From an optimization exercise on the open Yosys and OpenROAD flow, aimed at small area; shortcuts taken in it are not production practice. In this exercise RTL edits were held to simulation tests only and were not proved equivalent to the original. The clock input has no modelled driver; a real chip could not lean on it and would need a root buffer or a full tree.

==> flow/design.v <==
module pingpang (rst,play1,play2,light,sel,dig,HSE);
input rst;
input play1,play2;
input HSE;
output [7:0] sel;
output [7:0] dig;
output [15:0] light;
reg [2:0] f5;
reg [1:0] q;
reg [2:0] slot;
wire tick = f5[2] & ~f5[1] & ~(q[1] ^ q[0]);
wire scan = ~q[1] & q[0];
always @(posedge HSE or negedge rst)
if (!rst) begin
	f5 <= 3'b000;
	q <= 2'b00;
end
else begin
	f5 <= {f5[1], f5[0], ~(f5[1] | f5[2])};
	q <= {q[0], ~q[1]};
end
always @(posedge HSE or negedge rst)
if (!rst) slot <= 3'd0;
else if (scan) case (slot)
	3'd0: slot <= 3'd1;
	3'd1: slot <= 3'd7;
	3'd7: slot <= 3'd3;
	3'd3: slot <= 3'd6;
	3'd6: slot <= 3'd5;
	3'd5: slot <= 3'd2;
	3'd2: slot <= 3'd4;
	default: slot <= 3'd0;
endcase
reg [5:0] cnt1;
reg [6:0] cnt2;
wire c1_39 = cnt1[5] & cnt1[2] & cnt1[1] & cnt1[0];
wire c2_lo = cnt2[6] & cnt2[2] & cnt2[1] & cnt2[0];
wire c2_79 = c2_lo & cnt2[3];
wire c2_71 = c2_lo & ~cnt2[3];
wire w1 = tick & cnt1[5] & cnt1[3];
wire w2 = tick & cnt2[6] & cnt2[4];
wire [5:0] t1;
wire [6:0] t2;
assign t1[0] = tick;
assign t2[0] = tick;
genvar gi;
generate for (gi = 1; gi < 7; gi = gi + 1) begin : g_t
	if (gi < 6) begin : g_t1
		assign t1[gi] = t1[gi-1] & cnt1[gi-1];
	end
	assign t2[gi] = t2[gi-1] & cnt2[gi-1];
end endgenerate
always @(posedge HSE or negedge rst)
if (!rst) begin
	cnt1 <= 6'd0;
	cnt2 <= 7'd0;
end
else begin
	cnt1 <= cnt1 ^ {t1[5] | w1, t1[4], t1[3] | w1, t1[2], t1[1], t1[0] & ~w1};
	cnt2 <= cnt2 ^ {t2[6] | w2, t2[5], t2[4] | w2, t2[3], t2[2], t2[1], t2[0] & ~w2};
end
localparam [2:0] ID = 3'd0, SV = 3'd1, ST = 3'd2, SC = 3'd3, F1 = 3'd4, SL = 3'd5, W = 3'd6, CK = 3'd7;
reg [2:0] ph;
reg dir;
reg [3:0] pos;
reg [3:0] sum1, sum2;
reg [2:0] jushu_p1, jushu_p2;
wire [15:0] ball;
generate for (gi = 0; gi < 16; gi = gi + 1) begin : g_ball
	assign ball[gi] = (pos == gi);
end endgenerate
wire [3:0] rel = pos ^ {4{dir}};
wire at_end = &rel;
wire [3:0] stp_p = pos ^ {rel[2] & rel[1] & rel[0], rel[1] & rel[0], rel[0], 1'b1};
wire step = (ph == SL) ? (dir ? c2_71 : c2_79) : c1_39;
wire to_sl = dir ? ball[12] : ball[3];
wire to_w  = dir ? ball[4] : ball[11];
wire hit   = dir ? ~play1 : ~play2;       
wire serve = dir ? ~play2 : ~play1;       
wire hiA = sum1[3] & (sum1[2] | (sum1[1] & sum1[0]));     
wire hiB = sum2[3] & (sum2[2] | (sum2[1] & sum2[0]));
wire le8A = ~(sum1[3] & (sum1[1] | sum1[0]));             
wire le8B = ~(sum2[3] & (sum2[1] | sum2[0]));
wire a13 = sum1[2] & sum1[0];                             
wire b13 = sum2[2] & sum2[0];
wire win = hiA ? (hiB ? (a13 | b13) : (sum1[2] | le8B)) : (hiB & (sum2[2] | le8A));
wire win2 = win & (hiA ? (hiB & (b13 ? ~sum1[2] : sum2[2])) : 1'b1);
wire [3:0] s1_t = {&sum1[2:0], &sum1[1:0], sum1[0], 1'b1};
wire [3:0] s2_t = {&sum2[2:0], &sum2[1:0], sum2[0], 1'b1};
wire [2:0] j1_t = {&jushu_p1[1:0], jushu_p1[0], 1'b1};
wire [2:0] j2_t = {&jushu_p2[1:0], jushu_p2[0], 1'b1};
always @(posedge HSE or negedge rst)
if (!rst) begin
	ph <= ID;
	dir <= 1'b0;
	pos <= 4'd2;
	sum1 <= 4'd0;
	sum2 <= 4'd0;
	jushu_p1 <= 3'd0;
	jushu_p2 <= 3'd0;
end
else if (tick) case (ph)
ID: begin
	if (pos[0] == pos[1]) begin
		if (dir) jushu_p2 <= jushu_p2 ^ j2_t;
		else jushu_p1 <= jushu_p1 ^ j1_t;
	end
	pos <= 4'd1;
	if (!play1) begin ph <= SV; dir <= 1'b0; end
	else if (!play2) begin ph <= SV; dir <= 1'b1; end
end
SV: begin
	pos <= {4{dir}};
	ph <= F1;
end
F1: if (step) begin
		if (at_end) begin ph <= ST; pos <= 4'd2; end
		else pos <= stp_p;
	end
	else if (to_sl) ph <= SL;
SL: if (step) pos <= stp_p;
	else if (to_w) ph <= W;
W: if (step) pos <= stp_p;
	else if (at_end) ph <= SC;
	else if (hit) begin ph <= F1; dir <= ~dir; end
SC: begin
	if (dir) sum2 <= sum2 ^ s2_t;
	else sum1 <= sum1 ^ s1_t;
	ph <= CK;
end
CK: if (win) begin
		sum1 <= 4'd0;
		sum2 <= 4'd0;
		ph <= ID;
		dir <= win2;
	end
	else if (serve) ph <= SV;
default: ;
endcase
wire both = ((ph == ID) | (ph == SV)) & ball[1];
wire dark = (ph == ID) | (ph == ST);
assign light[14:3] = ball[14:3];
assign light[2] = ball[2] & ~dark;
assign light[1] = ball[1] & ~both;
assign light[0] = ball[0] | both;
assign light[15] = ball[15] | both;
reg [7:0] dig_r;
always @(*)
case (slot)
	3'd0: dig_r = 8'b0111_1111;
	3'd1: dig_r = 8'b1011_1111;
	3'd7: dig_r = 8'b1101_1111;
	3'd3: dig_r = 8'b1110_1111;
	3'd6: dig_r = 8'b1111_0111;
	3'd5: dig_r = 8'b1111_1011;
	3'd2: dig_r = 8'b1111_1101;
	default: dig_r = 8'b1111_1110;
endcase
assign dig = dig_r;
reg pl;
reg [1:0] kd;
always @(*)
case (slot)
	3'd0: begin pl = 1'b0; kd = 2'd0; end
	3'd1: begin pl = 1'b1; kd = 2'd0; end
	3'd7: begin pl = 1'b0; kd = 2'd3; end
	3'd3: begin pl = 1'b0; kd = 2'd1; end
	3'd6: begin pl = 1'b0; kd = 2'd2; end
	3'd5: begin pl = 1'b1; kd = 2'd3; end
	3'd2: begin pl = 1'b1; kd = 2'd1; end
	default: begin pl = 1'b1; kd = 2'd2; end
endcase
wire [3:0] sm = pl ? sum2 : sum1;
wire [2:0] jj = pl ? jushu_p2 : jushu_p1;
wire tn = sm[3] & (sm[2] | sm[1]);
wire [3:0] un = tn ? {2'b00, sm[2], sm[0]} : sm;
reg [3:0] v;
reg blank;
always @(*) begin
	blank = 1'b0;
	case (kd)
	2'd0: v = jj[2] ? 4'd4 : {1'b0, jj};
	2'd1: v = {3'b000, tn};
	2'd2: v = un;
	default: begin v = 4'd0; blank = 1'b1; end
	endcase
end
reg [6:0] seg;
always @(*)
case (v)
4'd0: seg = 7'b100_0000;
4'd1: seg = 7'b111_1001;
4'd2: seg = 7'b010_0100;
4'd3: seg = 7'b011_0000;
4'd4: seg = 7'b001_1001;
4'd5: seg = 7'b001_0010;
4'd6: seg = 7'b000_0010;
4'd7: seg = 7'b111_1000;
4'd8: seg = 7'b000_0000;
4'd9: seg = 7'b001_0000;
default: seg = 7'b111_1111;
endcase
assign sel = {1'b1, seg | {7{blank}}};
endmodule
export LEC_CHECK = 0
export CAP_MARGIN = 20
export CORE_MARGIN = 2
export CORE_UTILIZATION = 60
export PLACE_DENSITY = 0.75
export SLEW_MARGIN = 20
create_clock -name core_clock -period 10.0 [get_ports {HSE}]
standard.sh (not shown) runs the stock make flow with config.mk's settings and CLKGATE_MAP_FILE= SYNTH_SCRIPT=/design/flow/synth_recipe.tcl, a recipe that flattens the netlist after the stock synthesis.
==> flow/flow/run.sh <==
#!/bin/bash
# Layout flow: the standard ORFS flow (standard.sh) with
#  - synthesis: the standard script, but ABC maps with an area script (best
#    of several deepsyn seeds and mapping options) and Yosys's adder
#    extraction is skipped (ADDER_MAP_FILE empty);
#  - port buffers: the smallest buffer, sky130_fd_sc_hd__buf_1;
#  - clock tree: cts.tcl, one level of CLK_GROUPS buffers from the clock port.
#    After the routed layout is finished, check_clk.tcl measures the slew at
#    the flip-flop clock pins; a group above CLK_SLEW_PS gets the next larger
#    buffer and the layout is redone from the clock tree on.
# The make output goes to flow.log here, each clock check to check_clk_N.log;
# ORFS's own per-step logs stay in orfs/logs.
set -euo pipefail
W=$(pwd)
export AREA_ABC_SCRIPT=$W/flow/area.abc
export FLOW_SYNTH_TCL=$W/synth_recipe.tcl
export FLOW_CLOCK_PORT=HSE
export ABC_SEEDS=${ABC_SEEDS:-"1 2 3 4 5 6 7 8"}
export ABC_JOBS=${ABC_JOBS:-4}
export ABC_MAPS=${ABC_MAPS:-"-R 1000;-R 1000 -E 40"}
export ABC_TIME=${ABC_TIME:-60}
export ABC_WORK=$W
export CLK_GROUPS=${CLK_GROUPS:-4}
export CLK_BUF=${CLK_BUF:-sky130_fd_sc_hd__clkbuf_4}
CLK_SLEW_PS=${CLK_SLEW_PS:-115}
bufs=()
for ((g = 0; g < CLK_GROUPS; g++)); do bufs+=("$CLK_BUF"); done
export CLK_BUFS="${bufs[*]}"
R=$W/orfs/results/sky130hd/pingpang/base
run_flow() {
  bash "$W/standard.sh" \
    SYNTH_SCRIPT="$W/flow/synth.tcl" \
    ADDER_MAP_FILE= \
    PRE_CTS_TCL="$W/flow/cts.tcl" \
    "BUFFER_PORTS_ARGS=-buffer_cell sky130_fd_sc_hd__buf_1" \
    "$@" ${TARGET:-finish} >> "$W/flow.log" 2>&1
}
run_flow "$@"
[[ "${TARGET:-finish}" == finish ]] || exit 0
for iter in 1 2 3; do
  CHECK_ODB=$R/6_final.odb CHECK_SDC=$R/6_final.sdc CHECK_SPEF=$R/6_final.spef \
  CHECK_LIB=$FLOW_HOME/platforms/sky130hd/lib/sky130_fd_sc_hd__tt_025C_1v80.lib \
  PLATFORM_DIR=$FLOW_HOME/platforms/sky130hd CLK_SLEW_PS=$CLK_SLEW_PS \
  CHECK_OUT=$W/slow_groups.txt \
    openroad -no_init -exit "$W/flow/check_clk.tcl" > "$W/check_clk_$iter.log" 2>&1
  slow=$(cat "$W/slow_groups.txt")
  [[ -z "$slow" ]] && break
  changed=0
  for g in $slow; do
    case "${bufs[$g]}" in
      sky130_fd_sc_hd__clkbuf_2) bufs[$g]=sky130_fd_sc_hd__clkbuf_4; changed=1 ;;
      sky130_fd_sc_hd__clkbuf_4) bufs[$g]=sky130_fd_sc_hd__clkbuf_8; changed=1 ;;
      sky130_fd_sc_hd__clkbuf_8) bufs[$g]=sky130_fd_sc_hd__clkbuf_16; changed=1 ;;
    esac
  done
  [[ $changed == 0 ]] && break
  export CLK_BUFS="${bufs[*]}"
  echo "clock groups above $CLK_SLEW_PS ps: $slow; redoing from the clock tree with $CLK_BUFS" >> "$W/flow.log"
  rm -f "$R"/4_* "$R"/5_* "$R"/6_* "$W/out/final.def"
  run_flow "$@"
done
Other scripts of this flow, unchanged in this note and not shown: flow/flow/area.abc, flow/flow/check_clk.tcl, flow/flow/cts.tcl, flow/flow/synth.tcl
The first run ran to the end with no violations.
Rerun with:
--- a/flow/flow/run.sh
+++ b/flow/flow/run.sh
@@ -19,3 +19,3 @@
 export ABC_JOBS=${ABC_JOBS:-4}
-export ABC_MAPS=${ABC_MAPS:-"-R 1000;-R 1000 -E 40"}
+export ABC_MAPS=${ABC_MAPS:-"-R 1000;-R 1000 -p -E 100 -F 8 -A 8 -C 32"}
 export ABC_TIME=${ABC_TIME:-60}
What happened:
- first-iteration DRC count increases by 44%
- critical path depth increases by 1
- core utilization barely changes
- clock skew increases by 0.020 ns
- setup slack loses 0.41 ns
No run of this note takes its clock network from TritonCTS; it comes from the design's own scripts or RTL.

## separate check: timing with driven ports
The flow's constraints put no driver on any port. The routed layouts listed below were extracted and timed again, unchanged, in two steps.
Step 1: set_driving_cell puts a clkbuf_16 on HSE and a buf_2 on each other input, an assumption about the parent block.
Step 2 also shifts input and output timing later by t, the mid clock arrival at the registers, as if the neighbouring blocks saw the same clock.
Slacks: ideal ports / drivers / drivers and shift; pairs: ideal ports / drivers.
| run | t, ns | slack for setup (ns) | worst setup path after step 2 | slew at the worst register clock pin (ns) |
|---|---|---|---|---|
| the first run | 0.215 | 5.423 / 5.373 / 5.589 | register to output | 0.11 / 0.11 |
| the second run | 0.205 | 5.009 / 4.956 / 5.161 | register to output | 0.11 / 0.11 |
After both steps setup and hold are still met in every run listed.
